This is an optimization exercise on Yosys and OpenROAD, whose aim is small area, a short achievable clock period and few clock cycles per item, not a production implementation. Only simulation tests tie the RTL to the original design; equivalence was not proved.

--- design/flow/design.v ---
module ysyx_041461_DIV(
    input  wire   [0:0]  clk          ,
    input  wire   [0:0]  rst          ,
    input  wire   [0:0]  DIV_valid_in ,
    input  wire   [0:0]  DIV_signed   ,
    input  wire   [0:0]  DIV_divw     ,
    input  wire   [63:0] DIV_dividend ,
    input  wire   [63:0] DIV_divisor  ,
    output reg    [0:0]  DIV_valid_out,
    output wire   [63:0] DIV_quotient ,
    output wire   [63:0] DIV_remainder
);
localparam S_IDLE  = 3'd0;
localparam S_ABS   = 3'd1;
localparam S_LZ    = 3'd2;
localparam S_ALIGN = 3'd3;
localparam S_ITER  = 3'd4;
localparam S_CORR  = 3'd5;
localparam S_FIX   = 3'd6;
localparam S_DONE  = 3'd7;
reg  [2:0]  state;
reg  [64:0] R;       
reg  [63:0] D;       
reg  [63:0] Q;       
reg  [5:0]  cnt;     
reg         rneg;    
reg         dneg;    
reg         w32;     
reg         sgl;     
assign DIV_quotient  = Q;
assign DIV_remainder = R[63:0];
wire        a_sb  = DIV_divw ? DIV_dividend[31] : DIV_dividend[63];
wire        b_sb  = DIV_divw ? DIV_divisor[31]  : DIV_divisor[63];
wire        a_neg = DIV_signed & a_sb;
wire        b_neg = DIV_signed & b_sb;
wire [63:0] a_ext = {DIV_dividend[63:32] & {32{~DIV_divw}}, DIV_dividend[31:0]};
wire [63:0] b_ext = {DIV_divisor[63:32]  & {32{~DIV_divw}}, DIV_divisor[31:0]};
function [2:0] lz4(input [3:0] x);
    lz4 = x[3] ? 3'd0 : x[2] ? 3'd1 : x[1] ? 3'd2 : x[0] ? 3'd3 : 3'd4;
endfunction
function [4:0] lz16(input [15:0] x);
    reg [2:0] a, b, c, d;
    begin
        a = lz4(x[15:12]); b = lz4(x[11:8]); c = lz4(x[7:4]); d = lz4(x[3:0]);
        lz16 = !a[2] ? {3'd0, a[1:0]} : !b[2] ? {3'd1, b[1:0]} :
               !c[2] ? {3'd2, c[1:0]} : !d[2] ? {3'd3, d[1:0]} : 5'd16;
    end
endfunction
function [6:0] lz64(input [63:0] x);
    reg [4:0] a, b, c, d;
    begin
        a = lz16(x[63:48]); b = lz16(x[47:32]); c = lz16(x[31:16]); d = lz16(x[15:0]);
        lz64 = !a[4] ? {3'd0, a[3:0]} : !b[4] ? {3'd1, b[3:0]} :
               !c[4] ? {3'd2, c[3:0]} : !d[4] ? {3'd3, d[3:0]} : 7'd64;
    end
endfunction
function [64:0] add65(input [64:0] a, input [64:0] b, input cin);
    reg [64:0] g, p, G, P;
    integer i, l, j;
    begin
        g = a & b;
        p = a ^ b;
        G = g;
        P = p;
        G[0] = g[0] | (p[0] & cin);
        for (l = 0; l < 7; l = l + 1)
            for (i = 0; i < 65; i = i + 1)
                if ((i >> l) & 1) begin
                    j = ((i >> l) << l) - 1;
                    G[i] = G[i] | (P[i] & G[j]);
                    P[i] = P[i] & P[j];
                end
        add65 = p ^ {G[63:0], cin};
    end
endfunction
wire       need_fix = rneg | dneg;
wire [6:0] lz_r = lz64(R[63:0]);
wire [6:0] lz_d = lz64(D);
wire [5:0] sdiff = lz_d[5:0] - lz_r[5:0];
wire       d_zero = lz_d[6];
wire       s_zero = lz_d == lz_r;
wire       do_lz = (state == S_LZ) | ((state == S_ABS) & ~need_fix);
wire        sub  = ~R[64];
wire        subl = ~sgl;
wire [64:0] sum = add65(R, {1'b0, D} ^ {{33{sub}}, {32{subl}}}, subl);
wire        no_iter = d_zero | sum[64];         
wire [5:0]  step = (cnt[5:4] != 2'd0) ? 6'd16 : (cnt[3:2] != 2'd0) ? 6'd4 : 6'd1;
wire        al_last = cnt == step;
wire [5:0]  shifted = Q[5:0] + step;
always @(posedge clk or posedge rst) begin
    if (rst) begin
        state         <= S_IDLE;
        DIV_valid_out <= 1'b0;
    end
    else begin
        DIV_valid_out <= 1'b0;
        case (state)
            S_IDLE:  if (DIV_valid_in) state <= S_ABS;
            S_ABS,
            S_LZ:    if (state == S_ABS && need_fix) state <= S_LZ;
                     else if (no_iter) begin
                         state <= need_fix ? S_FIX : S_DONE;
                         DIV_valid_out <= ~need_fix;
                     end
                     else state <= s_zero ? S_ITER : S_ALIGN;
            S_ALIGN: if (al_last) state <= S_ITER;
            S_ITER:  if (cnt == 6'd0) begin
                         if (sum[64]) state <= S_CORR;
                         else begin
                             state <= need_fix ? S_FIX : S_DONE;
                             DIV_valid_out <= ~need_fix;
                         end
                     end
            S_CORR:  begin
                         state <= need_fix ? S_FIX : S_DONE;
                         DIV_valid_out <= ~need_fix;
                     end
            S_FIX:   begin state <= S_DONE; DIV_valid_out <= 1'b1; end
            default: state <= S_IDLE;
        endcase
    end
end
always @(posedge clk) begin
    sgl <= ((state == S_ITER) | (state == S_CORR)) & sum[64];
    case (state)
        S_IDLE: begin
            R    <= {1'b0, a_ext};
            D    <= b_ext;
            rneg <= a_neg;
            dneg <= b_neg;
            w32  <= DIV_divw;
        end
        S_ABS,
        S_LZ: begin
            if (do_lz) begin
                Q   <= {64{d_zero}};
                cnt <= sdiff;
            end
            else begin
                if (rneg) R <= {1'b0, -{R[63:32] | {32{w32}}, R[31:0]}};
                if (dneg) D <= -{D[63:32] | {32{w32}}, D[31:0]};
            end
        end
        S_ALIGN: begin
            D  <= (step == 6'd16) ? {D[47:0], 16'b0} :
                  (step == 6'd4)  ? {D[59:0], 4'b0}  : {D[62:0], 1'b0};
            Q[5:0] <= al_last ? 6'd0 : shifted;
            cnt    <= al_last ? shifted : cnt - step;
        end
        S_ITER: begin
            R   <= sum;
            Q   <= {Q[62:0], ~sum[64]};
            if (cnt != 6'd0) D <= {1'b0, D[63:1]};
            cnt <= cnt - 6'd1;
        end
        S_CORR: begin
            R   <= sum;
        end
        S_FIX: begin
            if (rneg)        R <= {1'b0, -R[63:0]};
            if (rneg ^ dneg) Q <= -Q;
        end
        default: ;
    endcase
end
endmodule
--- design/flow/run.sh ---
#!/bin/bash
# synth_recipe.tcl (not shown) runs the flow's synth.tcl, then flattens the netlist and writes it again
# the make line also repeats each setting of config.mk as NAME=value (left out here)
make -C /OpenROAD-flow-scripts/flow DESIGN_CONFIG=/design/flow/config.mk WORK_HOME=/design/flow/orfs CLKGATE_MAP_FILE= SYNTH_SCRIPT=/design/flow/synth_recipe.tcl finish
--- design/flow/constraint.sdc ---
create_clock -name core_clock -period 11.0 [get_ports {clk}]
set_input_delay 2.2000 -clock core_clock [delete_from_list [all_inputs] [get_ports {clk}]]
set_output_delay 2.2000 -clock core_clock [all_outputs]
set_load 0.01 [all_outputs]
--- design/flow/config.mk ---
export PLATFORM = sky130hd
export DESIGN_NAME = ysyx_041461_DIV
export DESIGN_NICKNAME = ysyx_041461_DIV
export VERILOG_FILES = /design/flow/design.v
export SDC_FILE = /design/flow/constraint.sdc
export NUM_CORES = 4
export LEC_CHECK = 0
export CAP_MARGIN = 60
export CORE_MARGIN = 2
export CORE_UTILIZATION = 70
export PLACE_DENSITY = 0.75
export SETUP_SLACK_MARGIN = 5
export SLEW_MARGIN = 60
==> flow_summary.html, run 1 <==
<table>
<tr><th>Metric</th><th>Value</th></tr>
<tr><th colspan="2">Cells and area</th></tr>
<tr><td>Most frequent cells in the layout</td><td>261 x clkdlybuf4s50_1, 233 x o21ai_0, 224 x nand2_1</td></tr>
<tr><td>Final cell area excluding filler cells</td><td>24220 um^2</td></tr>
<tr><td>Fill cell total of the finished layout</td><td>1820</td></tr>
<tr><td>Nets</td><td>2771</td></tr>
<tr><td>Fraction of the core area covered by cells at the end of the flow</td><td>0.8236</td></tr>
<tr><td>Proportion of layout cells with a drive suffix above 1</td><td>0.06472</td></tr>
<tr><td>Layout overhead on the synthesized area</td><td>16.80%</td></tr>
<tr><td>Register area</td><td>6187 um^2</td></tr>
<tr><td>Multi-input gate area in the final layout</td><td>13360 um^2</td></tr>
<tr><td>Most frequent standard cell in the layout excluding fill and tap cells</td><td>clkdlybuf4s50_1</td></tr>
<tr><th colspan="2">STA</th></tr>
<tr><td>Final-report max-slew violation count</td><td>0</td></tr>
<tr><td>Final worst path period share</td><td>0.4185</td></tr>
<tr><td>Worst-case headroom to the max-slew limit</td><td>0.5659</td></tr>
<tr><td>Max Clock Skew</td><td>0.01834 ns</td></tr>
<tr><td>Total of endpoints with negative setup slack in the final report</td><td>0</td></tr>
<tr><td>Minimum clock period after layout</td><td>4.604 ns</td></tr>
<tr><td>Fmax</td><td>0.2172 GHz</td></tr>
<tr><td>Tightest Pin Transition</td><td>0.6453 ns</td></tr>
<tr><td>Setup repair after global routing missed its margin</td><td>false</td></tr>
<tr><td>Post-Route Setup TNS</td><td>0 ns</td></tr>
<tr><td>Endpoints failing hold</td><td>0</td></tr>
<tr><th colspan="2">CTS</th></tr>
<tr><td>CTS clk-pin slew, worst paths</td><td>0.06 ns</td></tr>
<tr><td>CTS Root Buffer Type</td><td>clkbuf_16</td></tr>
<tr><td>Post-CTS setup buffer count</td><td>0</td></tr>
<tr><td>Worst-case clock buffer depth</td><td>3</td></tr>
<tr><td>Depth of the CTS H-tree</td><td>1</td></tr>
<tr><td>CTS-repair resized insts</td><td>0</td></tr>
<tr><td>CTS Buf Count</td><td>26</td></tr>
<tr><td>Clock insertion delay at the later pin of the skew report</td><td>0.57 ns</td></tr>
<tr><td>Total clock sinks</td><td>207</td></tr>
<tr><td># hold bufs at CTS</td><td>0</td></tr>
<tr><td>Clock tree from TritonCTS</td><td>built</td></tr>
<tr><th colspan="2">Placed design</th></tr>
<tr><td>Weighted congestion at the end of routability-driven global placement</td><td>1.003</td></tr>
<tr><td>Total cell area at the placement stage</td><td>23080 um^2</td></tr>
<tr><td>Count of input and output buffers</td><td>261</td></tr>
<tr><td>Detailed Place HPWL</td><td>49670 um</td></tr>
<tr><th colspan="2">GRT</th></tr>
<tr><td>Antenna violations before repair</td><td>0</td></tr>
<tr><td>Pin count of the biggest net entering global routing</td><td>94</td></tr>
<tr><td>Total gr overflow</td><td>0</td></tr>
<tr><td>Tot GR Track Use</td><td>0.4459</td></tr>
<tr><td>Via count of the first global-routing pass</td><td>20460</td></tr>
<tr><td>Global-route wire length before repair</td><td>110700 um</td></tr>
<tr><th colspan="2">Route</th></tr>
<tr><td>Total iterations of the first detailed-routing run</td><td>7</td></tr>
<tr><td>Total Wirelength</td><td>73120 um</td></tr>
<tr><td>Number of antenna-violating nets in the routed design</td><td>0</td></tr>
<tr><td>Wire per inst</td><td>24.73 um</td></tr>
<tr><td>Ratio of routed vias to standard cells</td><td>7.365</td></tr>
<tr><td>Detailed-route DRC error count</td><td>0</td></tr>
<tr><td>Via count</td><td>21770</td></tr>
<tr><td>DRC violation total after the first TritonRoute iteration</td><td>3577</td></tr>
<tr><th colspan="2">Worst hold path</th></tr>
<tr><td>Classification of the worst-slack hold path</td><td>flip-flop to flip-flop</td></tr>
<tr><td>Number of cells on the worst hold path</td><td>2</td></tr>
<tr><th colspan="2">Yosys</th></tr>
<tr><td>Post-synthesis cell count</td><td>2466</td></tr>
<tr><td>Portion of the post-synthesis area used by sequential elements</td><td>0.2984</td></tr>
<tr><td>Largest family of logic cells by synthesized area</td><td>compound AO/OA/AOI/OAI gates</td></tr>
<tr><td>Adder-cell area share of the yosys netlist</td><td>0.05806</td></tr>
<tr><td>Syn Nets</td><td>2691</td></tr>
<tr><td>Fraction of synthesis flops using an asynchronous set or reset pin</td><td>0.01932</td></tr>
<tr><td>Number of register bits inferred by synthesis</td><td>207</td></tr>
<tr><td>Netlist area before placement</td><td>20730 um^2</td></tr>
<tr><td>Post-synthesis simple-gate area fraction</td><td>0.1925</td></tr>
<tr><td>Area fraction in compound gates after synthesis</td><td>0.2328</td></tr>
<tr><td>Ys flop type</td><td>edfxtp_1</td></tr>
<tr><td>Post-synthesis share of cell area spent on xor and xnor gates</td><td>0.1132</td></tr>
<tr><td>Number of flops mapped to enable cells by yosys</td><td>202</td></tr>
<tr><td>Unique cell type count in the Yosys netlist</td><td>90</td></tr>
<tr><td>Warnings from Yosys</td><td>1</td></tr>
<tr><td>Mux contribution to synthesized area</td><td>0.03500</td></tr>
<tr><td>Avg Cell Area, Syn</td><td>8.407 um^2</td></tr>
<tr><th colspan="2">Floorplanning</th></tr>
<tr><td>Area of the die</td><td>31010 um^2</td></tr>
<tr><td>Horiz. Die Dim</td><td>176.1 um</td></tr>
<tr><td>Die height</td><td>176.1 um</td></tr>
<tr><td>Initial cell density of the core</td><td>0.7051</td></tr>
<tr><td>Area of the core</td><td>29400 um^2</td></tr>
<tr><td># IOs</td><td>262</td></tr>
<tr><td>Placement row count</td><td>63</td></tr>
<tr><th colspan="2">Setup path</th></tr>
<tr><td>Buffers plus inverters on the worst setup path</td><td>1</td></tr>
<tr><td>Number of cell instances on the worst register-to-register path</td><td>14</td></tr>
<tr><td>Worst Path Class, Setup</td><td>flip-flop to flip-flop</td></tr>
<tr><td>CP most frequent cell</td><td>nor2_1</td></tr>
<tr><td>Required time of the worst setup path</td><td>11.32 ns</td></tr>
<tr><td>Crit path max-delay cell type</td><td>nor4_1</td></tr>
<tr><td>Startpoint type of the worst setup path</td><td>flip-flop</td></tr>
<tr><td>Data arrival at the endpoint of the critical path</td><td>4.93 ns</td></tr>
<tr><td>Family of cells with the greatest summed delay on the critical path</td><td>simple AND/OR/NAND/NOR gates</td></tr>
<tr><td>Kind of end point of the critical path</td><td>flip-flop</td></tr>
<tr><td>Count of cell instances traversed by the critical path</td><td>14</td></tr>
<tr><td>Largest stage delay on the critical path</td><td>0.65 ns</td></tr>
<tr><td>Slack of the worst reg-to-reg path</td><td>6.40 ns</td></tr>
<tr><td>Worst-path cell chain</td><td>nor4_1, nand2b_1, nor2_1, nand2_1, or4_1, o221a_2, ha_1, fa_1, inv_1, a21o_1, a21oi_1, xor2_1, nor2_1, a211o_1</td></tr>
<tr><td>Critical Path Fanout Max</td><td>10</td></tr>
<tr><th colspan="2">Flow run</th></tr>
<tr><td>Number of maximum-capacitance violations</td><td>0</td></tr>
<tr><th colspan="2">Status</th></tr>
<tr><td>Run status</td><td>finished clean</td></tr>
</table>
-- stage by stage --
| step | cells | setup slack (ns) | hold WS, ns |
|---|---|---|---|
| after detailed placement | 2904 | 6.561 | 0.6512 |
| after floorplan | 2466 | 6.501 | 0.6607 |
| after global placement | 2899 | 6.557 | 0.6309 |
| after CTS | 2951 | 6.503 | 0.6676 |
| after global routing | 2955 | 6.226 | 0.6871 |
| final | 2956 | 6.396 | 0.6775 |
-- final timing paths --
| check | startpoint | endpoint |
|---|---|---|
| max in group asynchronous | rst[0] | state[2] |
| min reg2reg | Q[55] | Q[56] |
| min in group asynchronous | rst[0] | state[2] |
| max | D[52] | cnt[4] |
| max reg2reg | D[52] | cnt[4] |
| min | Q[55] | Q[56] |
-- cell type report --
| cell class | count | area share |
|---|---|---|
| inverter | 64 | 0.009920 |
| antenna | 1 | 0.0001033 |
| sequential | 207 | 0.2555 |
| multi-input combinational | 1948 | 0.5517 |
| clock inverter | 16 | 0.01209 |
| clock buffer | 31 | 0.02764 |
| timing repair buffer | 299 | 0.1229 |
| tap | 390 | 0.02015 |
-- metal layers --
layer | up-vias | share of wire | GRT usage
met5 | - | 0 | 0
met4 | 0 | 0.065 | 0.2455
met3 | 414 | 0.14 | 0.07946
met2 | 1935 | 0.45 | 0.7206
met1 | 10070 | 0.35 | 0.5680
li1 | 9356 | - | -
-- logic make-up after synthesis --
| family | after synthesis |
|---|---|
| AO/OA/AOI/OAI | 736 |
| XOR/XNOR | 268 |
| adder cells (fa/ha/maj) | 92 |
| buffers and inverters | 311 |
| flip-flops | 207 |
| multiplexers | 72 |
| AND/OR/NAND/NOR | 780 |
-- registers in the layout, indices dropped and copies added, names as in the netlist --
register and flops:
DIV_valid_out 1, state 3, rneg 1, D 64, cnt 6, dneg 1, w32 1, sgl 1
R 65, Q 64
-- cells in the mapped netlist (all sizes together) (63+ instances only) --
library cell	count	area share
a21oi	131	0.032
buf	92	0.030
clkbuf	154	0.028
edfxtp	202	0.29
ha	85	0.051
inv	63	0.011
mux2i	68	0.033
nand2	229	0.042
nor2	185	0.034
nor3	73	0.018
o21ai	248	0.060
xnor2	164	0.069
xor2	104	0.044
-- tightest hold or removal path, stage by stage (launching register included) --
cell and delay [ns]:
edfxtp_1 0.41, a21oi_1 0.08, o21ai_0 0.07
Testbench counts, summed over its fixed seeds: cycles 20,075, items 1,600.
==> inputs of run 2 (changes only) <==
--- a/design/flow/config.mk
+++ b/design/flow/config.mk
@@ -6,8 +6,8 @@
 export NUM_CORES = 4
 export LEC_CHECK = 0
-export CAP_MARGIN = 60
+export CAP_MARGIN = 50
 export CORE_MARGIN = 2
 export CORE_UTILIZATION = 70
 export PLACE_DENSITY = 0.75
 export SETUP_SLACK_MARGIN = 5
-export SLEW_MARGIN = 60
+export SLEW_MARGIN = 50
==> run 2 against run 1 <==
Against the previous run:
- register-to-register slack better by 0.04 ns
- synthesized area unchanged
- wire length down 0.96%
- setup slack better by 0.037 ns
- sequential cell count unchanged
- critical path type unchanged
- critical endpoint unchanged
==> flow_summary.html, run 2 <==
<table>
<tr><th>Metric</th><th>Value</th></tr>
<tr><th colspan="2">Status</th></tr>
<tr><td>Run status</td><td>finished clean (unchanged)</td></tr>
<tr><th colspan="2">Setup path</th></tr>
<tr><td>Crit path max-delay cell type</td><td>nor4_2 (was nor4_1)</td></tr>
<tr><td>Family of cells with the greatest summed delay on the critical path</td><td>simple AND/OR/NAND/NOR gates (unchanged)</td></tr>
<tr><td>Critical register-to-register path endpoint</td><td>cnt[4] (unchanged)</td></tr>
<tr><td>Slack of the worst reg-to-reg path</td><td>6.43 ns (was 6.40 ns)</td></tr>
<tr><td>Number of cell instances on the worst register-to-register path</td><td>14 (unchanged)</td></tr>
<tr><td>Startpoint of the worst setup timing path</td><td>D[32] (was D[52])</td></tr>
<tr><td>Critical Path Fanout Max</td><td>11 (was 10)</td></tr>
<tr><td>Worst-path cell chain</td><td>nor4_2, nand2_1, nor3_1, nand2_1, or4_1, o221a_2, ha_1, fa_1, inv_1, a21o_1, a21oi_1, xor2_1, nor2_1, a211o_1 (was nor4_1, nand2b_1, nor2_1, nand2_1, or4_1, o221a_2, ha_1, fa_1, inv_1, a21o_1, a21oi_1, xor2_1, nor2_1, a211o_1)</td></tr>
<tr><td>Count of cell instances traversed by the critical path</td><td>14 (unchanged)</td></tr>
<tr><td>Kind of end point of the critical path</td><td>flip-flop (unchanged)</td></tr>
<tr><td>Data arrival at the endpoint of the critical path</td><td>4.89 ns (was 4.93 ns)</td></tr>
<tr><td>CP most frequent cell</td><td>nand2_1 (was nor2_1)</td></tr>
<tr><td>Largest stage delay on the critical path</td><td>0.63 ns (was 0.65 ns)</td></tr>
<tr><td>Required time of the worst setup path</td><td>11.32 ns (about the same)</td></tr>
<tr><td>Worst Path Class, Setup</td><td>flip-flop to flip-flop (unchanged)</td></tr>
<tr><td>Startpoint of the lowest-slack register-to-register path</td><td>D[32] (was D[52])</td></tr>
<tr><td>Startpoint type of the worst setup path</td><td>flip-flop (unchanged)</td></tr>
<tr><td>Buffers plus inverters on the worst setup path</td><td>1 (unchanged)</td></tr>
<tr><th colspan="2">Cells and area</th></tr>
<tr><td>Regs by FF count</td><td>R: 65 flops, D: 64 flops, Q: 64 flops (unchanged)</td></tr>
<tr><td>Fraction of the core area covered by cells at the end of the flow</td><td>0.8137 (was 0.8236)</td></tr>
<tr><td>Proportion of layout cells with a drive suffix above 1</td><td>0.05434 (was 0.06472)</td></tr>
<tr><td>Most frequent standard cell in the layout excluding fill and tap cells</td><td>clkdlybuf4s50_1 (unchanged)</td></tr>
<tr><td>Layout overhead on the synthesized area</td><td>15.39% (was 16.80%)</td></tr>
<tr><td>Nets</td><td>2763 (was 2771)</td></tr>
<tr><td>Register with the most flip-flops</td><td>R (unchanged)</td></tr>
<tr><td>Number of antenna diodes</td><td>0 (was 1)</td></tr>
<tr><td>Fill cell total of the finished layout</td><td>1875 (was 1820)</td></tr>
<tr><td>Most frequent cells in the layout</td><td>261 x clkdlybuf4s50_1, 234 x o21ai_0, 226 x nand2_1 (was 261 x clkdlybuf4s50_1, 233 x o21ai_0, 224 x nand2_1)</td></tr>
<tr><td>Flip-flop count of the largest register after layout</td><td>65 (unchanged)</td></tr>
<tr><th colspan="2">GRT</th></tr>
<tr><td>Global-route wire length before repair</td><td>110500 um (was 110700 um)</td></tr>
<tr><td>Antenna violations before repair</td><td>0 (unchanged)</td></tr>
<tr><td>Tot GR Track Use</td><td>0.4462 (was 0.4459)</td></tr>
<tr><td>Pin count of the biggest net entering global routing</td><td>105 (was 94)</td></tr>
<tr><td>Via count of the first global-routing pass</td><td>20380 (was 20460)</td></tr>
<tr><td>Total gr overflow</td><td>0 (unchanged)</td></tr>
<tr><th colspan="2">Yosys</th></tr>
<tr><td>Library cell with the largest summed area after synthesis</td><td>edfxtp_1 (unchanged)</td></tr>
<tr><td>Synth cell count leaders</td><td>235 x o21ai_0, 228 x nand2_1, 202 x edfxtp_1 (unchanged)</td></tr>
<tr><td>Netlist area before placement</td><td>20730 um^2 (unchanged)</td></tr>
<tr><td>Post-synthesis cell count</td><td>2466 (unchanged)</td></tr>
<tr><td>Unique cell type count in the Yosys netlist</td><td>90 (unchanged)</td></tr>
<tr><td>Warnings from Yosys</td><td>1 (unchanged)</td></tr>
<tr><td>Syn Nets</td><td>2691 (unchanged)</td></tr>
<tr><td>Area share of the largest cell type after synthesis</td><td>0.2926 (unchanged)</td></tr>
<tr><td>Portion of the post-synthesis area used by sequential elements</td><td>0.2984 (unchanged)</td></tr>
<tr><td>Number of register bits inferred by synthesis</td><td>207 (unchanged)</td></tr>
<tr><td>Number of flops mapped to enable cells by yosys</td><td>202 (unchanged)</td></tr>
<tr><td>Ys flop type</td><td>edfxtp_1 (unchanged)</td></tr>
<tr><td>Avg Cell Area, Syn</td><td>8.407 um^2 (unchanged)</td></tr>
<tr><td>Leading post-synthesis cells by cell area</td><td>edfxtp_1 29%, xnor2_1 6.9%, o21ai_0 5.7%, ha_1 5.1%, xor2_1 4.4% (unchanged)</td></tr>
<tr><td>Fraction of synthesis flops using an asynchronous set or reset pin</td><td>0.01932 (unchanged)</td></tr>
<tr><td>Most common cell in the synthesized netlist</td><td>o21ai_0 (unchanged)</td></tr>
<tr><th colspan="2">Route</th></tr>
<tr><td>Total Wirelength</td><td>72410 um (was 73120 um)</td></tr>
<tr><td>Total iterations of the first detailed-routing run</td><td>14 (was 7)</td></tr>
<tr><td>Ratio of routed vias to standard cells</td><td>7.345 (was 7.365)</td></tr>
<tr><td>DRC violation total after the first TritonRoute iteration</td><td>3677 (was 3577)</td></tr>
<tr><td>Via count</td><td>21650 (was 21770)</td></tr>
<tr><td>Wire per inst</td><td>24.56 um (was 24.73 um)</td></tr>
<tr><td>Detailed-route DRC error count</td><td>0 (unchanged)</td></tr>
<tr><td>Number of antenna-violating nets in the routed design</td><td>0 (unchanged)</td></tr>
<tr><th colspan="2">Placed design</th></tr>
<tr><td>Detailed Place HPWL</td><td>49230 um (was 49670 um)</td></tr>
<tr><td>Weighted congestion at the end of routability-driven global placement</td><td>1.003 (unchanged)</td></tr>
<tr><td>Count of input and output buffers</td><td>261 (unchanged)</td></tr>
<tr><th colspan="2">Worst hold path</th></tr>
<tr><td>Number of cells on the worst hold path</td><td>2 (unchanged)</td></tr>
<tr><td>Classification of the worst-slack hold path</td><td>flip-flop to flip-flop (unchanged)</td></tr>
<tr><td>Hold Crit Endpoint</td><td>Q[31] (was Q[56])</td></tr>
<tr><td>Min-Delay Startpoint</td><td>Q[30] (was Q[55])</td></tr>
<tr><th colspan="2">Floorplanning</th></tr>
<tr><td>Initial cell density of the core</td><td>0.7051 (unchanged)</td></tr>
<tr><td>Area of the core</td><td>29400 um^2 (unchanged)</td></tr>
<tr><td>Area of the die</td><td>31010 um^2 (unchanged)</td></tr>
<tr><td>Horiz. Die Dim</td><td>176.1 um (unchanged)</td></tr>
<tr><td># IOs</td><td>262 (unchanged)</td></tr>
<tr><td>Placement row count</td><td>63 (unchanged)</td></tr>
<tr><td>Die height</td><td>176.1 um (unchanged)</td></tr>
<tr><th colspan="2">STA</th></tr>
<tr><td>Fmax</td><td>0.2190 GHz (was 0.2172 GHz)</td></tr>
<tr><td>Endpoints failing hold</td><td>0 (unchanged)</td></tr>
<tr><td>Minimum clock period after layout</td><td>4.567 ns (was 4.604 ns)</td></tr>
<tr><td>Post-Route Setup TNS</td><td>0 ns (unchanged)</td></tr>
<tr><td>Final worst path period share</td><td>0.4151 (was 0.4185)</td></tr>
<tr><td>Setup repair after global routing missed its margin</td><td>false (unchanged)</td></tr>
<tr><td>Tightest Pin Transition</td><td>0.7573 ns (was 0.6453 ns)</td></tr>
<tr><td>Worst-case headroom to the max-slew limit</td><td>0.4912 (was 0.5659)</td></tr>
<tr><td>Total of endpoints with negative setup slack in the final report</td><td>0 (unchanged)</td></tr>
<tr><td>Max Clock Skew</td><td>0.01348 ns (was 0.01834 ns)</td></tr>
<tr><td>Final-report max-slew violation count</td><td>0 (unchanged)</td></tr>
<tr><th colspan="2">CTS</th></tr>
<tr><td>Depth of the CTS H-tree</td><td>1 (unchanged)</td></tr>
<tr><td>CTS clk-pin slew, worst paths</td><td>0.06 ns (about the same)</td></tr>
<tr><td># hold bufs at CTS</td><td>0 (unchanged)</td></tr>
<tr><td>Worst-case clock buffer depth</td><td>3 (unchanged)</td></tr>
<tr><td>CTS Root Buffer Type</td><td>clkbuf_16 (unchanged)</td></tr>
<tr><td>Post-CTS setup buffer count</td><td>0 (unchanged)</td></tr>
<tr><td>Clock tree from TritonCTS</td><td>built (unchanged)</td></tr>
<tr><td>Total clock sinks</td><td>207 (unchanged)</td></tr>
<tr><td>CTS Buf Count</td><td>26 (unchanged)</td></tr>
<tr><td>Clock insertion delay at the later pin of the skew report</td><td>0.57 ns (about the same)</td></tr>
<tr><td>CTS-repair resized insts</td><td>0 (unchanged)</td></tr>
<tr><th colspan="2">Flow run</th></tr>
<tr><td>Number of maximum-capacitance violations</td><td>0 (unchanged)</td></tr>
</table>
## run 2: logic make-up (layout without fill, tap and decap cells)
group / Yosys count / in the layout / share of synthesized area
adder cells (fa/ha/maj): 92 / 92 / 0.05806
buffers and inverters: 311 / 403 / 0.07013
AND/OR/NAND/NOR: 780 / 780 / 0.1925
XOR/XNOR: 268 / 268 / 0.1132
flip-flops: 207 / 207 / 0.2984
AO/OA/AOI/OAI: 736 / 736 / 0.2328
multiplexers: 72 / 72 / 0.03500
## run 2: how the worst max path moves through the flow
stage,endpoint,slack [ns]
6_report,cnt[4],6.43
3_5_place_dp,cnt[4],6.57
4_1_cts,cnt[4],6.58
3_3_place_gp,R[50],6.56
2_1_floorplan,Q[0],6.50
5_1_grt,R[50],6.12
## run 2: layout make-up
cell class | count | area [um^2] | share of cell area
multi-input combinational | 1948 | 13230 | 0.5528
sequential | 207 | 6187 | 0.2586
timing repair buffer | 291 | 2864 | 0.1197
clock buffer | 33 | 676.9 | 0.02830
tap | 390 | 488.0 | 0.02040
clock inverter | 15 | 241.5 | 0.01009
inverter | 64 | 240.2 | 0.01004
## run 2: per-layer routing
layer | vias to the layer above | wire, um | global-route usage
met2 | 1953 | 32410 | 0.7039
met4 | 0 | 4914 | 0.2641
met1 | 9954 | 24940 | 0.5655
li1 | 9335 | - | -
met3 | 412 | 10150 | 0.09561
met5 | - | 0 | 0
## run 2: worst register-to-register path, cell delays in order (launching register included)
cell and delay, ns:
edfxtp_1 0.61, nor4_2 0.63, nand2_1 0.20, nor3_1 0.43
nand2_1 0.20, or4_1 0.57, o221a_2 0.31, ha_1 0.23
fa_1 0.41, inv_1 0.07, a21o_1 0.11, a21oi_1 0.08
xor2_1 0.14, nor2_1 0.06, a211o_1 0.27
## run 2: metrics by stage
stage               setup slack [ns]  instances  hold WS (ns)  instance area (um^2)
global placement               6.557       2899        0.6309                 22890
global route                   6.119       2948        0.6860                 23920
floorplan                      6.501       2466        0.6607                 20730
finish                         6.433       2948        0.6736                 23920
detailed placement             6.572       2899        0.6529                 22960
CTS                            6.579       2947        0.6765                 23880
==> inputs of run 3 (changes only) <==
--- a/design/flow/config.mk
+++ b/design/flow/config.mk
@@ -9,5 +9,5 @@
 export CORE_MARGIN = 2
 export CORE_UTILIZATION = 70
-export PLACE_DENSITY = 0.75
+export PLACE_DENSITY = 0.8
 export SETUP_SLACK_MARGIN = 5
 export SLEW_MARGIN = 50
==> run 3 against run 2 <==
Against the previous run:
- wire length is the same
- worst hold slack is the same
- register-to-register slack is essentially flat
- final area is the same
- clock-buffer cell count is the same
- critical path depth is the same
- sequential cell count is the same
- critical path type unchanged
==> flow_summary.html, run 3 <==
<table>
<tr><th>Metric</th><th>Value</th></tr>
<tr><th colspan="2">Floorplanning</th></tr>
<tr><td>Area of the core</td><td>29400 um^2 (unchanged)</td></tr>
<tr><td>Area of the die</td><td>31010 um^2 (unchanged)</td></tr>
<tr><td>Horiz. Die Dim</td><td>176.1 um (unchanged)</td></tr>
<tr><td>Initial cell density of the core</td><td>0.7051 (unchanged)</td></tr>
<tr><td>Placement row count</td><td>63 (unchanged)</td></tr>
<tr><td># IOs</td><td>262 (unchanged)</td></tr>
<tr><td>Die height</td><td>176.1 um (unchanged)</td></tr>
<tr><th colspan="2">STA</th></tr>
<tr><td>Setup repair after global routing missed its margin</td><td>false (unchanged)</td></tr>
<tr><td>Smallest setup slack after layout</td><td>6.433 ns (unchanged)</td></tr>
<tr><td>Tightest Pin Transition</td><td>0.7573 ns (unchanged)</td></tr>
<tr><td>Post-Route Setup TNS</td><td>0 ns (unchanged)</td></tr>
<tr><td>Final worst path period share</td><td>0.4151 (unchanged)</td></tr>
<tr><td>Final-report max-slew violation count</td><td>0 (unchanged)</td></tr>
<tr><td>Max Clock Skew</td><td>0.01348 ns (unchanged)</td></tr>
<tr><td>Total of endpoints with negative setup slack in the final report</td><td>0 (unchanged)</td></tr>
<tr><td>Fmax</td><td>0.2190 GHz (unchanged)</td></tr>
<tr><td>Minimum clock period after layout</td><td>4.567 ns (unchanged)</td></tr>
<tr><td>Endpoints failing hold</td><td>0 (unchanged)</td></tr>
<tr><td>Worst-case headroom to the max-slew limit</td><td>0.4912 (unchanged)</td></tr>
<tr><th colspan="2">Setup path</th></tr>
<tr><td>Startpoint type of the worst setup path</td><td>flip-flop (unchanged)</td></tr>
<tr><td>Worst Path Class, Setup</td><td>flip-flop to flip-flop (unchanged)</td></tr>
<tr><td>Critical Path Fanout Max</td><td>11 (unchanged)</td></tr>
<tr><td>Data arrival at the endpoint of the critical path</td><td>4.89 ns (about the same)</td></tr>
<tr><td>Required time of the worst setup path</td><td>11.32 ns (about the same)</td></tr>
<tr><td>Kind of end point of the critical path</td><td>flip-flop (unchanged)</td></tr>
<tr><th colspan="2">Placed design</th></tr>
<tr><td>Weighted congestion at the end of routability-driven global placement</td><td>1.003 (unchanged)</td></tr>
<tr><td>Post-placement worst setup slack</td><td>6.572 ns (unchanged)</td></tr>
<tr><td>Placed instance count</td><td>2899 (unchanged)</td></tr>
<tr><td>Count of input and output buffers</td><td>261 (unchanged)</td></tr>
<tr><td>Detailed Place HPWL</td><td>49230 um (unchanged)</td></tr>
<tr><th colspan="2">Yosys</th></tr>
<tr><td>Most common cell in the synthesized netlist</td><td>o21ai_0 (unchanged)</td></tr>
<tr><td>Syn Nets</td><td>2691 (unchanged)</td></tr>
<tr><td>Library cell with the largest summed area after synthesis</td><td>edfxtp_1 (unchanged)</td></tr>
<tr><td>Portion of the post-synthesis area used by sequential elements</td><td>0.2984 (unchanged)</td></tr>
<tr><td>Warnings from Yosys</td><td>1 (unchanged)</td></tr>
<tr><td>Fraction of synthesis flops using an asynchronous set or reset pin</td><td>0.01932 (unchanged)</td></tr>
<tr><td>Unique cell type count in the Yosys netlist</td><td>90 (unchanged)</td></tr>
<tr><td>Avg Cell Area, Syn</td><td>8.407 um^2 (unchanged)</td></tr>
<tr><td>Area share of the largest cell type after synthesis</td><td>0.2926 (unchanged)</td></tr>
<tr><td>Number of register bits inferred by synthesis</td><td>207 (unchanged)</td></tr>
<tr><td>Synth cell count leaders</td><td>235 x o21ai_0, 228 x nand2_1, 202 x edfxtp_1 (unchanged)</td></tr>
<tr><td>Netlist area before placement</td><td>20730 um^2 (unchanged)</td></tr>
<tr><td>Leading post-synthesis cells by cell area</td><td>edfxtp_1 29%, xnor2_1 6.9%, o21ai_0 5.7%, ha_1 5.1%, xor2_1 4.4% (unchanged)</td></tr>
<tr><td>Post-synthesis cell count</td><td>2466 (unchanged)</td></tr>
<tr><td>Number of flops mapped to enable cells by yosys</td><td>202 (unchanged)</td></tr>
<tr><td>Ys flop type</td><td>edfxtp_1 (unchanged)</td></tr>
<tr><th colspan="2">Status</th></tr>
<tr><td>Run status</td><td>finished clean (unchanged)</td></tr>
<tr><th colspan="2">Route</th></tr>
<tr><td>Wire per inst</td><td>24.56 um (unchanged)</td></tr>
<tr><td>Total iterations of the first detailed-routing run</td><td>14 (unchanged)</td></tr>
<tr><td>DRC violation total after the first TritonRoute iteration</td><td>3677 (unchanged)</td></tr>
<tr><td>Detailed-route DRC error count</td><td>0 (unchanged)</td></tr>
<tr><td>Via count</td><td>21650 (unchanged)</td></tr>
<tr><td>Total Wirelength</td><td>72410 um (unchanged)</td></tr>
<tr><td>Ratio of routed vias to standard cells</td><td>7.345 (unchanged)</td></tr>
<tr><td>Number of antenna-violating nets in the routed design</td><td>0 (unchanged)</td></tr>
<tr><th colspan="2">CTS</th></tr>
<tr><td>Post-CTS setup buffer count</td><td>0 (unchanged)</td></tr>
<tr><td># hold bufs at CTS</td><td>0 (unchanged)</td></tr>
<tr><td>CTS clk-pin slew, worst paths</td><td>0.06 ns (about the same)</td></tr>
<tr><td>CTS Buf Count</td><td>26 (unchanged)</td></tr>
<tr><td>Clock tree from TritonCTS</td><td>built (unchanged)</td></tr>
<tr><td>Depth of the CTS H-tree</td><td>1 (unchanged)</td></tr>
<tr><td>CTS-repair resized insts</td><td>0 (unchanged)</td></tr>
<tr><td>Total clock sinks</td><td>207 (unchanged)</td></tr>
<tr><td>Clock insertion delay at the later pin of the skew report</td><td>0.57 ns (about the same)</td></tr>
<tr><td>CTS Root Buffer Type</td><td>clkbuf_16 (unchanged)</td></tr>
<tr><td>Worst-case clock buffer depth</td><td>3 (unchanged)</td></tr>
<tr><th colspan="2">Cells and area</th></tr>
<tr><td>Register with the most flip-flops</td><td>R (unchanged)</td></tr>
<tr><td>Fraction of the core area covered by cells at the end of the flow</td><td>0.8137 (unchanged)</td></tr>
<tr><td>Most frequent cells in the layout</td><td>261 x clkdlybuf4s50_1, 234 x o21ai_0, 226 x nand2_1 (unchanged)</td></tr>
<tr><td>Number of antenna diodes</td><td>0 (unchanged)</td></tr>
<tr><td>Nets</td><td>2763 (unchanged)</td></tr>
<tr><td>Final instance count without filler cells</td><td>2948 (unchanged)</td></tr>
<tr><td>Most frequent standard cell in the layout excluding fill and tap cells</td><td>clkdlybuf4s50_1 (unchanged)</td></tr>
<tr><td>Regs by FF count</td><td>R: 65 flops, D: 64 flops, Q: 64 flops (unchanged)</td></tr>
<tr><td>Layout overhead on the synthesized area</td><td>15.39% (unchanged)</td></tr>
<tr><td>Proportion of layout cells with a drive suffix above 1</td><td>0.05434 (unchanged)</td></tr>
<tr><td>Flip-flop count of the largest register after layout</td><td>65 (unchanged)</td></tr>
<tr><td>Fill cell total of the finished layout</td><td>1875 (unchanged)</td></tr>
<tr><th colspan="2">Worst hold path</th></tr>
<tr><td>Classification of the worst-slack hold path</td><td>flip-flop to flip-flop (unchanged)</td></tr>
<tr><th colspan="2">GRT</th></tr>
<tr><td>Pin count of the biggest net entering global routing</td><td>105 (unchanged)</td></tr>
<tr><td>Total gr overflow</td><td>0 (unchanged)</td></tr>
<tr><td>Antenna violations before repair</td><td>0 (unchanged)</td></tr>
<tr><td>Tot GR Track Use</td><td>0.4462 (unchanged)</td></tr>
<tr><td>Via count of the first global-routing pass</td><td>20380 (unchanged)</td></tr>
<tr><td>Global-route wire length before repair</td><td>110500 um (unchanged)</td></tr>
<tr><th colspan="2">Flow run</th></tr>
<tr><td>Number of maximum-capacitance violations</td><td>0 (unchanged)</td></tr>
</table>
## run 3: cell counts in the layout (fill, tap and decap cells not counted)
Identical to the previous run, type by type.
## run 3: worst max-delay path, stage by stage, from the launching register on
cell	delay, ns
edfxtp_1	0.61
nor4_2	0.63
nand2_1	0.20
nor3_1	0.43
nand2_1	0.20
or4_1	0.57
o221a_2	0.31
ha_1	0.23
fa_1	0.41
inv_1	0.07
a21o_1	0.11
a21oi_1	0.08
xor2_1	0.14
nor2_1	0.06
a211o_1	0.27
## run 3: path summary, 6_finish.rpt
kind | startpoint | endpoint | slack, ns | cells past startpoint
max | D[32] | cnt[4] | 6.43 | 14
max reg2reg | D[32] | cnt[4] | 6.43 | 14
max in group asynchronous | rst[0] | state[2] | 8.88 | 2
min reg2reg | Q[30] | Q[31] | 0.67 | 2
min | Q[30] | Q[31] | 0.67 | 2
min in group asynchronous | rst[0] | state[1] | 1.92 | 2
## run 3: routing by layer
metal	GRT usage	share of wire	routed length, um	vias to the layer above
li1	-	-	-	9335
met1	0.5655	0.34	24940	9954
met2	0.7039	0.45	32410	1953
met3	0.09561	0.14	10150	412
met4	0.2641	0.068	4914	0
met5	0	0	0	-
## run 3: per-stage QoR
step | hold WS (ns) | area, um^2
floorplan | 0.6607 | 20730
global placement | 0.6309 | 22890
global route | 0.6860 | 23920
CTS | 0.6765 | 23880
detailed placement | 0.6529 | 22960
finish | 0.6736 | 23920
## run 3: kinds of logic after synthesis
| logic type | Yosys count | synth area share |
|---|---|---|
| mux | 72 | 0.03500 |
| buf+inv | 311 | 0.07013 |
| flops | 207 | 0.2984 |
| fa+ha+maj | 92 | 0.05806 |
| simple gates | 780 | 0.1925 |
| xor+xnor | 268 | 0.1132 |
| compound gates | 736 | 0.2328 |
## run 3: area by class of cell
class,count,area [um^2],area share
Clock buffer,33,676.9,0.02830
Clock inverter,15,241.5,0.01009
Inverter,64,240.2,0.01004
Multi-Input combinational cell,1948,13230,0.5528
Sequential cell,207,6187,0.2586
Tap cell,390,488.0,0.02040
Timing Repair Buffer,291,2864,0.1197
==> inputs of run 4 (changes only) <==
--- a/design/flow/config.mk
+++ b/design/flow/config.mk
@@ -6,8 +6,8 @@
 export NUM_CORES = 4
 export LEC_CHECK = 0
-export CAP_MARGIN = 50
+export CAP_MARGIN = 40
 export CORE_MARGIN = 2
 export CORE_UTILIZATION = 70
-export PLACE_DENSITY = 0.8
+export PLACE_DENSITY = 0.75
 export SETUP_SLACK_MARGIN = 5
-export SLEW_MARGIN = 50
+export SLEW_MARGIN = 40
==> run 4 against run 3 <==
Against the previous run:
- clock skew increased by 0.012 ns
- utilization hardly changed
- final cell count is essentially flat
- critical path depth up 3
- synthesized area unchanged
- fmax fell by 1.0%
- final area hardly changed
- sequential cell count unchanged
- register-to-register slack lost 0.05 ns
- non-clock buffer count is 1 higher
- critical path type unchanged
- critical endpoint is now cnt[5]
==> flow_summary.html, run 4 <==
<table>
<tr><th>Metric</th><th>Value</th></tr>
<tr><th colspan="2">Floorplanning</th></tr>
<tr><td># IOs</td><td>262 (unchanged)</td></tr>
<tr><td>Die height</td><td>176.1 um (unchanged)</td></tr>
<tr><td>Area of the core</td><td>29400 um^2 (unchanged)</td></tr>
<tr><td>Initial cell density of the core</td><td>0.7051 (unchanged)</td></tr>
<tr><td>Area of the die</td><td>31010 um^2 (unchanged)</td></tr>
<tr><td>Horiz. Die Dim</td><td>176.1 um (unchanged)</td></tr>
<tr><td>Placement row count</td><td>63 (unchanged)</td></tr>
<tr><th colspan="2">Cells and area</th></tr>
<tr><td>Nets</td><td>2764 (was 2763)</td></tr>
<tr><td>Regs by FF count</td><td>R: 65 flops, D: 64 flops, Q: 64 flops (unchanged)</td></tr>
<tr><td>Number of antenna diodes</td><td>0 (unchanged)</td></tr>
<tr><td>Most frequent cells in the layout</td><td>261 x clkdlybuf4s50_1, 234 x o21ai_0, 227 x nand2_1 (was 261 x clkdlybuf4s50_1, 234 x o21ai_0, 226 x nand2_1)</td></tr>
<tr><td>Proportion of layout cells with a drive suffix above 1</td><td>0.05236 (was 0.05434)</td></tr>
<tr><td>Final instance count without filler cells</td><td>2949 (was 2948)</td></tr>
<tr><td>Register with the most flip-flops</td><td>R (unchanged)</td></tr>
<tr><td>Layout overhead on the synthesized area</td><td>15.38% (was 15.39%)</td></tr>
<tr><td>Most frequent standard cell in the layout excluding fill and tap cells</td><td>clkdlybuf4s50_1 (unchanged)</td></tr>
<tr><td>Final cell area excluding filler cells</td><td>23920 um^2 (about the same)</td></tr>
<tr><td>Fraction of the core area covered by cells at the end of the flow</td><td>0.8136 (was 0.8137)</td></tr>
<tr><td>Flip-flop count of the largest register after layout</td><td>65 (unchanged)</td></tr>
<tr><th colspan="2">GRT</th></tr>
<tr><td>Antenna violations before repair</td><td>0 (unchanged)</td></tr>
<tr><td>Tot GR Track Use</td><td>0.4427 (was 0.4462)</td></tr>
<tr><td>Global-route wire length before repair</td><td>109900 um (was 110500 um)</td></tr>
<tr><td>Total gr overflow</td><td>0 (unchanged)</td></tr>
<tr><td>Pin count of the biggest net entering global routing</td><td>105 (unchanged)</td></tr>
<tr><td>Via count of the first global-routing pass</td><td>20280 (was 20380)</td></tr>
<tr><th colspan="2">Yosys</th></tr>
<tr><td>Leading post-synthesis cells by cell area</td><td>edfxtp_1 29%, xnor2_1 6.9%, o21ai_0 5.7%, ha_1 5.1%, xor2_1 4.4% (unchanged)</td></tr>
<tr><td>Portion of the post-synthesis area used by sequential elements</td><td>0.2984 (unchanged)</td></tr>
<tr><td>Number of register bits inferred by synthesis</td><td>207 (unchanged)</td></tr>
<tr><td>Unique cell type count in the Yosys netlist</td><td>90 (unchanged)</td></tr>
<tr><td>Synth cell count leaders</td><td>235 x o21ai_0, 228 x nand2_1, 202 x edfxtp_1 (unchanged)</td></tr>
<tr><td>Library cell with the largest summed area after synthesis</td><td>edfxtp_1 (unchanged)</td></tr>
<tr><td>Ys flop type</td><td>edfxtp_1 (unchanged)</td></tr>
<tr><td>Warnings from Yosys</td><td>1 (unchanged)</td></tr>
<tr><td>Fraction of synthesis flops using an asynchronous set or reset pin</td><td>0.01932 (unchanged)</td></tr>
<tr><td>Post-synthesis cell count</td><td>2466 (unchanged)</td></tr>
<tr><td>Most common cell in the synthesized netlist</td><td>o21ai_0 (unchanged)</td></tr>
<tr><td>Number of flops mapped to enable cells by yosys</td><td>202 (unchanged)</td></tr>
<tr><td>Area share of the largest cell type after synthesis</td><td>0.2926 (unchanged)</td></tr>
<tr><td>Netlist area before placement</td><td>20730 um^2 (unchanged)</td></tr>
<tr><td>Syn Nets</td><td>2691 (unchanged)</td></tr>
<tr><td>Avg Cell Area, Syn</td><td>8.407 um^2 (unchanged)</td></tr>
<tr><th colspan="2">Status</th></tr>
<tr><td>Run status</td><td>finished clean (unchanged)</td></tr>
<tr><th colspan="2">STA</th></tr>
<tr><td>Setup repair after global routing missed its margin</td><td>false (unchanged)</td></tr>
<tr><td>Post-Route Setup TNS</td><td>0 ns (unchanged)</td></tr>
<tr><td>Final-report max-slew violation count</td><td>0 (unchanged)</td></tr>
<tr><td>Tightest Pin Transition</td><td>0.8757 ns (was 0.7573 ns)</td></tr>
<tr><td>Smallest setup slack after layout</td><td>6.386 ns (was 6.433 ns)</td></tr>
<tr><td>Max Clock Skew</td><td>0.02526 ns (was 0.01348 ns)</td></tr>
<tr><td>Fmax</td><td>0.2168 GHz (was 0.2190 GHz)</td></tr>
<tr><td>Worst-case headroom to the max-slew limit</td><td>0.4108 (was 0.4912)</td></tr>
<tr><td>Minimum clock period after layout</td><td>4.614 ns (was 4.567 ns)</td></tr>
<tr><td>Total of endpoints with negative setup slack in the final report</td><td>0 (unchanged)</td></tr>
<tr><td>Endpoints failing hold</td><td>0 (unchanged)</td></tr>
<tr><td>Final worst path period share</td><td>0.4194 (was 0.4151)</td></tr>
<tr><th colspan="2">CTS</th></tr>
<tr><td>CTS Buf Count</td><td>26 (unchanged)</td></tr>
<tr><td>Clock tree from TritonCTS</td><td>built (unchanged)</td></tr>
<tr><td>CTS Root Buffer Type</td><td>clkbuf_16 (unchanged)</td></tr>
<tr><td>Total clock sinks</td><td>207 (unchanged)</td></tr>
<tr><td>Worst-case clock buffer depth</td><td>3 (unchanged)</td></tr>
<tr><td>CTS-repair resized insts</td><td>0 (unchanged)</td></tr>
<tr><td>Depth of the CTS H-tree</td><td>1 (unchanged)</td></tr>
<tr><td>Clock insertion delay at the later pin of the skew report</td><td>0.56 ns (was 0.57 ns)</td></tr>
<tr><td>Post-CTS setup buffer count</td><td>0 (unchanged)</td></tr>
<tr><td>CTS clk-pin slew, worst paths</td><td>0.06 ns (about the same)</td></tr>
<tr><td># hold bufs at CTS</td><td>0 (unchanged)</td></tr>
<tr><th colspan="2">Setup path</th></tr>
<tr><td>Required time of the worst setup path</td><td>11.27 ns (was 11.32 ns)</td></tr>
<tr><td>Startpoint of the lowest-slack register-to-register path</td><td>R[28] (was D[32])</td></tr>
<tr><td>Kind of end point of the critical path</td><td>flip-flop (unchanged)</td></tr>
<tr><td>Number of cell instances on the worst register-to-register path</td><td>17 (was 14)</td></tr>
<tr><td>Worst Path Class, Setup</td><td>flip-flop to flip-flop (unchanged)</td></tr>
<tr><td>Critical Path Fanout Max</td><td>8 (was 11)</td></tr>
<tr><td>Data arrival at the endpoint of the critical path</td><td>4.89 ns (about the same)</td></tr>
<tr><td>Critical register-to-register path endpoint</td><td>cnt[5] (was cnt[4])</td></tr>
<tr><td>Slack of the worst reg-to-reg path</td><td>6.39 ns (was 6.43 ns)</td></tr>
<tr><td>Startpoint type of the worst setup path</td><td>flip-flop (unchanged)</td></tr>
<tr><th colspan="2">Route</th></tr>
<tr><td>Ratio of routed vias to standard cells</td><td>7.297 (was 7.345)</td></tr>
<tr><td>Number of antenna-violating nets in the routed design</td><td>0 (unchanged)</td></tr>
<tr><td>Detailed-route DRC error count</td><td>0 (unchanged)</td></tr>
<tr><td>Total Wirelength</td><td>71740 um (was 72410 um)</td></tr>
<tr><td>Via count</td><td>21520 (was 21650)</td></tr>
<tr><td>DRC violation total after the first TritonRoute iteration</td><td>3486 (was 3677)</td></tr>
<tr><td>Total iterations of the first detailed-routing run</td><td>13 (was 14)</td></tr>
<tr><td>Wire per inst</td><td>24.33 um (was 24.56 um)</td></tr>
<tr><th colspan="2">Worst hold path</th></tr>
<tr><td>Hold Crit Endpoint</td><td>Q[31] (unchanged)</td></tr>
<tr><td>Number of cells on the worst hold path</td><td>2 (unchanged)</td></tr>
<tr><td>Classification of the worst-slack hold path</td><td>flip-flop to flip-flop (unchanged)</td></tr>
<tr><td>Min-Delay Startpoint</td><td>Q[30] (unchanged)</td></tr>
<tr><th colspan="2">Placed design</th></tr>
<tr><td>Total cell area at the placement stage</td><td>22930 um^2 (was 22960 um^2)</td></tr>
<tr><td>Placed instance count</td><td>2899 (unchanged)</td></tr>
<tr><td>Detailed Place HPWL</td><td>49240 um (was 49230 um)</td></tr>
<tr><td>Weighted congestion at the end of routability-driven global placement</td><td>1.003 (unchanged)</td></tr>
<tr><td>Count of input and output buffers</td><td>261 (unchanged)</td></tr>
<tr><td>Post-placement worst setup slack</td><td>6.584 ns (was 6.572 ns)</td></tr>
<tr><th colspan="2">Flow run</th></tr>
<tr><td>Number of maximum-capacitance violations</td><td>0 (unchanged)</td></tr>
</table>
[run 4: layout make-up]
type,instances,area (um^2)
clock buffer,34,701.9
fill,1892,5482
multi-input combinational,1948,13190
clock inverter,14,224.0
inverter,64,240.2
sequential,207,6187
timing repair buffer,292,2889
tap,390,488.0
[run 4: cells by family after synthesis]
kind of cell / after synthesis / share of synthesized area
fa+ha+maj: 92 / 0.05806
mux: 72 / 0.03500
simple gates: 780 / 0.1925
flops: 207 / 0.2984
xor+xnor: 268 / 0.1132
compound gates: 736 / 0.2328
buf+inv: 311 / 0.07013
[run 4: metal layers]
metal  vias up  track usage  part of all wire
met3       371      0.08441              0.13
met4         0       0.2534             0.067
li1       9335            -                 -
met1      9929       0.5680              0.35
met2      1885       0.7021              0.45
met5         -            0                 0
[run 4: how the worst max path moves through the flow]
stage | cells past startpoint | startpoint | endpoint | slack (ns)
2_1_floorplan | 5 | state[2] | Q[0] | 6.50
4_1_cts | 17 | R[16] | cnt[5] | 6.53
3_3_place_gp | 12 | sgl | R[50] | 6.56
5_1_grt | 17 | R[28] | cnt[5] | 6.24
3_5_place_dp | 17 | R[28] | cnt[5] | 6.58
6_report | 17 | R[28] | cnt[5] | 6.39
[run 4: metrics by stage]
step / hold WS (ns)
2_1_floorplan: 0.6607
3_3_place_gp: 0.6309
3_5_place_dp: 0.6529
4_1_cts: 0.6684
5_1_grt: 0.6859
6_report: 0.6726
[run 4: worst max-delay path: stages (launching register included)]
cell	delay [ns]
edfxtp_1	0.54
nor4_2	0.73
nand2_1	0.22
nor2_1	0.26
and2_1	0.28
nand2_1	0.08
nor2_1	0.16
a21oi_1	0.13
o32ai_1	0.26
a22oi_1	0.24
ha_1	0.36
nor2b_1	0.13
o21ai_0	0.17
nand2b_1	0.11
a21o_1	0.20
a21oi_1	0.20
xnor2_1	0.14
o21ai_0	0.11
==> inputs of run 5 (changes only) <==
--- a/design/flow/design.v
+++ b/design/flow/design.v
@@ -26,4 +26,5 @@
 reg         rneg;    
 reg         dneg;    
+reg         qfin;    
 reg         w32;     
 reg         sgl;     
@@ -100,6 +101,6 @@
             S_LZ:    if (state == S_ABS && need_fix) state <= S_LZ;
                      else if (no_iter) begin
-                         state <= need_fix ? S_FIX : S_DONE;
-                         DIV_valid_out <= ~need_fix;
+                         state <= rneg ? S_FIX : S_DONE;
+                         DIV_valid_out <= ~rneg;
                      end
                      else state <= s_zero ? S_ITER : S_ALIGN;
@@ -134,6 +135,7 @@
         S_LZ: begin
             if (do_lz) begin
-                Q   <= {64{d_zero}};
-                cnt <= sdiff;
+                Q    <= {{63{d_zero & ~(rneg ^ dneg)}}, d_zero};
+                cnt  <= sdiff;
+                qfin <= no_iter;
             end
             else begin
@@ -159,5 +161,5 @@
         S_FIX: begin
             if (rneg)        R <= {1'b0, -R[63:0]};
-            if (rneg ^ dneg) Q <= -Q;
+            if ((rneg ^ dneg) & ~qfin) Q <= -Q;
         end
         default: ;
--- a/design/flow/config.mk
+++ b/design/flow/config.mk
@@ -6,8 +6,8 @@
 export NUM_CORES = 4
 export LEC_CHECK = 0
-export CAP_MARGIN = 40
+export CAP_MARGIN = 50
 export CORE_MARGIN = 2
 export CORE_UTILIZATION = 70
 export PLACE_DENSITY = 0.75
 export SETUP_SLACK_MARGIN = 5
-export SLEW_MARGIN = 40
+export SLEW_MARGIN = 50
==> run 5 against run 4 <==
Against the previous run:
- synthesized area rose by 3.0%
- utilization rose by 0.73 points
- synthesized cell count rose by 5.2%
- non-clock buffer count fell by 3
- sequential share of layout area fell by 0.43 points
- worst hold slack improved by 0.0027 ns
- fmax fell by 3.4%
- setup slack got worse by 0.16 ns
- first-iteration DRC count rose by 31%
- final cell count rose by 3.8%
==> flow_summary.html, run 5 <==
<table>
<tr><th>Metric</th><th>Value</th></tr>
<tr><th colspan="2">STA</th></tr>
<tr><td>Total of endpoints with negative setup slack in the final report</td><td>0 (unchanged)</td></tr>
<tr><td>Worst-case headroom to the max-slew limit</td><td>0.4599 (was 0.4108)</td></tr>
<tr><td>Endpoints failing hold</td><td>0 (unchanged)</td></tr>
<tr><td>Setup repair after global routing missed its margin</td><td>false (unchanged)</td></tr>
<tr><td>Post-Route Setup TNS</td><td>0 ns (unchanged)</td></tr>
<tr><td>Tightest Pin Transition</td><td>0.8071 ns (was 0.8757 ns)</td></tr>
<tr><td>Max Clock Skew</td><td>0.02770 ns (was 0.02526 ns)</td></tr>
<tr><td>Final worst path period share</td><td>0.4341 (was 0.4194)</td></tr>
<tr><th colspan="2">Route</th></tr>
<tr><td>Detailed-route DRC error count</td><td>0 (unchanged)</td></tr>
<tr><td>Ratio of routed vias to standard cells</td><td>7.709 (was 7.297)</td></tr>
<tr><td>Via count</td><td>23600 (was 21520)</td></tr>
<tr><td>Total Wirelength</td><td>81950 um (was 71740 um)</td></tr>
<tr><td>Highest routing layer actually used</td><td>met5 (was met4)</td></tr>
<tr><td>Routed wire length on met2</td><td>35380 um (was 32330 um)</td></tr>
<tr><td>Wire per inst</td><td>26.77 um (was 24.33 um)</td></tr>
<tr><td>Met3 WL post-DR</td><td>12610 um (was 9393 um)</td></tr>
<tr><th colspan="2">Yosys</th></tr>
<tr><td>Unique cell type count in the Yosys netlist</td><td>95 (was 90)</td></tr>
<tr><td>Largest family of logic cells by synthesized area</td><td>compound AO/OA/AOI/OAI gates (unchanged)</td></tr>
<tr><td>Adder-cell area share of the yosys netlist</td><td>0.05639 (was 0.05806)</td></tr>
<tr><td>Avg Cell Area, Syn</td><td>8.229 um^2 (was 8.407 um^2)</td></tr>
<tr><td>Post-synthesis simple-gate area fraction</td><td>0.2012 (was 0.1925)</td></tr>
<tr><td>Library cell with the largest summed area after synthesis</td><td>edfxtp_1 (unchanged)</td></tr>
<tr><td>Mux contribution to synthesized area</td><td>0.03962 (was 0.03500)</td></tr>
<tr><td>Number of flops mapped to enable cells by yosys</td><td>203 (was 202)</td></tr>
<tr><td>Post-synthesis cell count</td><td>2594 (was 2466)</td></tr>
<tr><td>Fraction of synthesis flops using an asynchronous set or reset pin</td><td>0.01923 (was 0.01932)</td></tr>
<tr><th colspan="2">GRT</th></tr>
<tr><td>Tot GR Track Use</td><td>0.4938 (was 0.4427)</td></tr>
<tr><td>Antenna violations before repair</td><td>1 (was 0)</td></tr>
<tr><td>Via count of the first global-routing pass</td><td>22180 (was 20280)</td></tr>
<tr><th colspan="2">CTS</th></tr>
<tr><td>Total clock sinks</td><td>208 (was 207)</td></tr>
<tr><td>CTS-repair resized insts</td><td>0 (unchanged)</td></tr>
<tr><td>Depth of the CTS H-tree</td><td>1 (unchanged)</td></tr>
<tr><td>Clock tree from TritonCTS</td><td>built (unchanged)</td></tr>
<tr><td>Worst-case clock buffer depth</td><td>3 (unchanged)</td></tr>
<tr><td>CTS Buf Count</td><td>26 (unchanged)</td></tr>
<tr><td># hold bufs at CTS</td><td>0 (unchanged)</td></tr>
<tr><td>CTS clk-pin slew, worst paths</td><td>0.06 ns (about the same)</td></tr>
<tr><td>Clock insertion delay at the later pin of the skew report</td><td>0.58 ns (was 0.56 ns)</td></tr>
<tr><td>Post-CTS setup buffer count</td><td>0 (unchanged)</td></tr>
<tr><th colspan="2">Placed design</th></tr>
<tr><td>Weighted congestion at the end of routability-driven global placement</td><td>1.048 (was 1.003)</td></tr>
<tr><td>Detailed Place HPWL</td><td>54860 um (was 49240 um)</td></tr>
<tr><td>Count of input and output buffers</td><td>261 (unchanged)</td></tr>
<tr><th colspan="2">Cells and area</th></tr>
<tr><td>Proportion of layout cells with a drive suffix above 1</td><td>0.05730 (was 0.05236)</td></tr>
<tr><td>Most frequent standard cell in the layout excluding fill and tap cells</td><td>clkdlybuf4s50_1 (unchanged)</td></tr>
<tr><td>Register area</td><td>6222 um^2 (was 6187 um^2)</td></tr>
<tr><td>Nets</td><td>2877 (was 2764)</td></tr>
<tr><td>Regs by FF count</td><td>R: 65 flops, D: 64 flops, Q: 64 flops (unchanged)</td></tr>
<tr><td>Fill cell total of the finished layout</td><td>1919 (was 1892)</td></tr>
<tr><th colspan="2">Setup path</th></tr>
<tr><td>Startpoint type of the worst setup path</td><td>flip-flop (unchanged)</td></tr>
<tr><td>Kind of end point of the critical path</td><td>flip-flop (unchanged)</td></tr>
<tr><td>Required time of the worst setup path</td><td>11.43 ns (was 11.27 ns)</td></tr>
<tr><td>Worst-path cell chain</td><td>inv_1, ha_1, ha_1, nor2b_1, nand2_1, o21ai_0, nor3_1, a21oi_1, o32ai_1, a22o_1, ha_1, nand3_1, nor3_1, a21oi_1, or4_1 (was nor4_2, nand2_1, nor2_1, and2_1, nand2_1, nor2_1, a21oi_1, o32ai_1, a22oi_1, ha_1, nor2b_1, o21ai_0, nand2b_1, a21o_1, a21oi_1, xnor2_1, o21ai_0)</td></tr>
<tr><td>Worst Path Class, Setup</td><td>flip-flop to flip-flop (unchanged)</td></tr>
<tr><td>Critical Path Fanout Max</td><td>12 (was 8)</td></tr>
<tr><td>Data arrival at the endpoint of the critical path</td><td>5.21 ns (was 4.89 ns)</td></tr>
<tr><td>Crit path max-delay cell type</td><td>o21ai_0 (was nor4_2)</td></tr>
<tr><td>Largest stage delay on the critical path</td><td>0.63 ns (was 0.73 ns)</td></tr>
<tr><td>Number of cell instances on the worst register-to-register path</td><td>15 (was 17)</td></tr>
<tr><th colspan="2">Floorplanning</th></tr>
<tr><td>Area of the die</td><td>31910 um^2 (was 31010 um^2)</td></tr>
<tr><td>Placement row count</td><td>63 (unchanged)</td></tr>
<tr><td>Area of the core</td><td>29800 um^2 (was 29400 um^2)</td></tr>
<tr><td>Initial cell density of the core</td><td>0.7164 (was 0.7051)</td></tr>
<tr><td># IOs</td><td>262 (unchanged)</td></tr>
<tr><th colspan="2">Worst hold path</th></tr>
<tr><td>Classification of the worst-slack hold path</td><td>flip-flop to flip-flop (unchanged)</td></tr>
<tr><td>Number of cells on the worst hold path</td><td>2 (unchanged)</td></tr>
<tr><th colspan="2">Status</th></tr>
<tr><td>Run status</td><td>finished clean (unchanged)</td></tr>
</table>
run 5: cell families (layout without fill, tap and decap cells):
family,after synthesis,count (layout)
flops,208,208
simple gates,852,852
buf+inv,331,407
xor+xnor,238,238
other cells,0,1
mux,84,84
compound gates,789,789
fa+ha+maj,92,92
run 5: through the flow:
step	hold WS, ns	worst slack, ns	cell area [um^2]
final	0.6752	6.225	24460
after global placement	0.6325	6.373	23480
after floorplan	0.6317	6.450	21350
after detailed placement	0.6411	6.514	23580
after global routing	0.7387	6.186	24460
after CTS	0.6547	6.479	24380
run 5: path summary, 6_finish.rpt:
| kind | endpoint | slack (ns) |
|---|---|---|
| worst min register to register | Q[61] | 0.68 |
| worst max register to register | state[1] | 6.22 |
| worst max-delay path | state[1] | 6.22 |
| max in group asynchronous | state[2] | 8.86 |
| min in group asynchronous | state[1] | 1.95 |
| worst min-delay path | Q[61] | 0.68 |
run 5: final cells by class:
type | count | share of cell area
Antenna cell | 1 | 0.0001023
Clock buffer | 35 | 0.02798
Clock inverter | 11 | 0.004451
Inverter | 72 | 0.01115
Multi-Input combinational cell | 2055 | 0.5649
Sequential cell | 208 | 0.2544
Tap cell | 390 | 0.01995
Timing Repair Buffer | 289 | 0.1170
run 5: worst max-delay path: cells and delay by family (launching register included):
family	cells	cell delay (ns)
AOI/OAI and AO/OA	5	1.49
adders and majority gates	3	0.74
buffers and inverters	1	0.22
DFF	1	0.60
and+or+nand+nor	6	1.60
run 5: routing by layer:
metal  vias to the layer above  track usage
met5                         -            0
met4                         2       0.3720
met3                       638       0.1328
met2                      2519       0.7629
met1                     10650       0.5876
li1                       9784            -
Testbench counts of run 5, summed over its fixed seeds: cycles 19,976, items 1,600.
